Context: an optimization exercise on an open-source flow, tuned for small area, a short achievable clock period and few clock cycles. The choices shown serve that exercise and are no tape-out recipe.
In this exercise RTL edits were held to simulation tests only and were not proved equivalent to the original.
Power figures rest on the tool's default switching activity, not on a simulated workload.

// ipdc
module ipdc (                        
	input         i_clk,
	input         i_rst_n,
	input         i_op_valid,
	input  [ 2:0] i_op_mode,
	input         i_in_valid,
	input  [23:0] i_in_data,
	output        o_in_ready,
	output        o_out_valid,
	output [23:0] o_out_data
);
reg  [1535:0] ring;
wire [  23:0] rp [0:63];
genvar gi;
generate
    for (gi = 0; gi < 64; gi = gi + 1) begin : g_rp
        assign rp[gi] = ring[24*gi +: 24];
    end
endgenerate
wire        ld_first;        
reg         med_ins;         
reg  [ 5:0] ins_cnt;         
wire [23:0] med_res;
wire [23:0] ring_in = med_ins ? med_res : (i_in_valid ? i_in_data : rp[0]);
always @(posedge i_clk) begin
    ring <= {ring_in, ring[1535:24]};
end
reg [5:0] B;
always @(posedge i_clk or negedge i_rst_n) begin
    if (!i_rst_n)               B <= 6'd0;
    else if (ld_first)          B <= 6'd63;
    else                        B <= B - 6'd1;
end
wire op_load = i_op_valid & (i_op_mode == 3'd0);
wire op_disp = i_op_valid & (i_op_mode != 3'd0) & ~i_op_mode[2] | i_op_valid & (i_op_mode == 3'd4);
wire op_med  = i_op_valid & (i_op_mode == 3'd5);
wire op_cs   = i_op_valid & (i_op_mode[2:1] == 2'b11);
reg  in_ready_r, ld_pend;
wire ld_want = op_load | ld_pend;
wire ld_free = ~med_ins | (ins_cnt == 6'd63);    
always @(posedge i_clk) in_ready_r <= ld_want & ld_free;
always @(posedge i_clk or negedge i_rst_n) begin
    if (!i_rst_n) ld_pend <= 1'b0;
    else          ld_pend <= ld_want & ~ld_free;
end
assign o_in_ready = in_ready_r;
reg [5:0] icnt;
reg       icnt0, icnt63;     
always @(posedge i_clk or negedge i_rst_n) begin
    if (!i_rst_n) begin
        icnt     <= 6'd0;
  ...
Size: roughly 4900 cells after synthesis, ~2300 flip-flops, about 57 I/O pins.
Settings: LEC_CHECK=0, CAP_MARGIN=20, CORE_MARGIN=2, CORE_UTILIZATION=40, CTS_CLUSTER_DIAMETER=80, CTS_CLUSTER_SIZE=30, SLEW_MARGIN=20; clock period 10.0 ns.
standard.sh (not shown) runs the stock make flow with config.mk's settings and CLKGATE_MAP_FILE= SYNTH_SCRIPT=/design/flow/synth_recipe.tcl, a recipe that flattens the netlist after the stock synthesis.
==> flow/flow/run.sh <==
#!/bin/bash
# Standard ORFS layout; timing repair aims for a setup slack of 6.75 ns
# against the 10 ns clock, i.e. for a cycle of about 3.25 ns.
bash standard.sh SETUP_SLACK_MARGIN=6.75 finish > standard.log 2>&1
Testbench counts at the start, summed over its fixed seeds: cycles 13,349.
Next try:
--- a/flow/design.v
+++ b/flow/design.v
@@ -108,39 +108,35 @@
 genvar gi;
 generate
     for (gi = 0; gi < 64; gi = gi + 1) begin : g_rp
         assign rp[gi] = ring[24*gi +: 24];
     end
 endgenerate
 wire        ld_first;        
 reg         med_ins;         
-reg  [ 5:0] ins_cnt;         
 wire [23:0] med_res;
 wire [23:0] ring_in = med_ins ? med_res : (i_in_valid ? i_in_data : rp[0]);
 always @(posedge i_clk) begin
     ring <= {ring_in, ring[1535:24]};
 end
 reg [5:0] B;
 always @(posedge i_clk or negedge i_rst_n) begin
     if (!i_rst_n)               B <= 6'd0;
     else if (ld_first)          B <= 6'd63;
     else                        B <= B - 6'd1;
 end
 wire op_load = i_op_valid & (i_op_mode == 3'd0);
 wire op_disp = i_op_valid & (i_op_mode != 3'd0) & ~i_op_mode[2] | i_op_valid & (i_op_mode == 3'd4);
 wire op_med  = i_op_valid & (i_op_mode == 3'd5);
 wire op_cs   = i_op_valid & (i_op_mode[2:1] == 2'b11);
-reg  in_ready_r, ld_pend;
-wire ld_want = op_load | ld_pend;
-wire ld_free = ~med_ins | (ins_cnt == 6'd63);    
-always @(posedge i_clk) in_ready_r <= ld_want & ld_free;
+reg in_ready_r;
 always @(posedge i_clk or negedge i_rst_n) begin
-    if (!i_rst_n) ld_pend <= 1'b0;
-    else          ld_pend <= ld_want & ~ld_free;
+    if (!i_rst_n) in_ready_r <= 1'b0;
+    else          in_ready_r <= op_load;
 end
 assign o_in_ready = in_ready_r;
 reg [5:0] icnt;
 reg       icnt0, icnt63;     
 always @(posedge i_clk or negedge i_rst_n) begin
     if (!i_rst_n) begin
         icnt     <= 6'd0;
         icnt0    <= 1'b1;
@@ -152,16 +148,17 @@
             icnt0  <= (icnt == 6'd63);
             icnt63 <= (icnt == 6'd62);
         end
     end
 end
 assign ld_first = i_in_valid & icnt0;
 wire ld_done = i_in_valid & icnt63;
 reg       med_pend;
+reg [5:0] ins_cnt;
 reg       b_is1;             
 always @(posedge i_clk or negedge i_rst_n) begin
     if (!i_rst_n) b_is1 <= 1'b0;
     else          b_is1 <= (B[2:0] == 3'd2) & ~ld_first;
 end
 wire      med_go = (med_pend | op_med) & b_is1 & ~med_ins;
 always @(posedge i_clk or negedge i_rst_n) begin
     if (!i_rst_n) begin
@@ -179,17 +176,17 @@
             if (op_med) med_pend <= 1'b1;
             if (med_ins) begin
                 ins_cnt <= ins_cnt + 6'd1;
                 if (ins_cnt == 6'd63) med_ins <= 1'b0;
             end
         end
     end
 end
-wire med_done = med_ins & (ins_cnt == 6'd59);
+wire med_done = med_ins & (ins_cnt == 6'd61);
 wire [5:0] m_next = 6'd9 - B;
 wire [5:0] n_now  = 6'd7 - B;
 wire [23:0] med3c;
 reg  [191:0] sv;             
 wire         sv_cap = med_ins & (ins_cnt[5:3] == 3'd0);
 always @(posedge i_clk) sv <= {sv[167:0], sv_cap ? rp[0] : sv[191:168]};
 reg          sv_sel;         
 always @(posedge i_clk or negedge i_rst_n) begin
The new run produced a clean layout.
Total power falls by a little under a tenth.
Die area hardly moves.
Synthesized cell count falls slightly.
Core utilization falls by 0.78 points.
Area after synthesis hardly moves.
Via count stays flat.
Final area falls slightly.
Clock-buffer cell count rises by 3.
First-iteration DRC count rises by a quarter to a third.
Cell count falls slightly.
Setup slack is better by 0.087 ns.
Testbench counts after the change, summed over its fixed seeds: cycles 13,449.

## afterwards: timing with drivers on the ports
How much do the figures lean on ideal ports? The routed layouts below were timed once more, with nothing changed but the port constraints. Step 1 (the two cells are an assumption about what drives the block):
set clk [get_ports {i_clk}]
set_driving_cell -lib_cell sky130_fd_sc_hd__clkbuf_16 $clk
set_driving_cell -lib_cell sky130_fd_sc_hd__buf_2 [delete_from_list [all_inputs] $clk]
Step 2 times the ports against the registers' clock, not the clock port: input delays grow and output delays shrink by t, the midpoint of the rising clock arrivals with the driver on. a / b / c = no drivers / after step 1 / after step 2; a / b = the first two.
| run | shift t [ns] | setup slack, ns | worst setup path at the end | worst data-port slew with drivers (ns) | cell pins on the clock port's net |
|---|---|---|---|---|---|
| the first run | 0.823 | 6.617 / 6.609 / 6.368 | input to register | 0.04 | 1 |
| the second run | 0.807 | 6.703 / 6.624 / 6.217 | input to register | 0.05 | 1 |
After both steps every run listed still meets setup and hold. For the second run, which loses most, drivers alone change the setup slack by -0.079 ns; drivers and shift together by -0.486 ns.
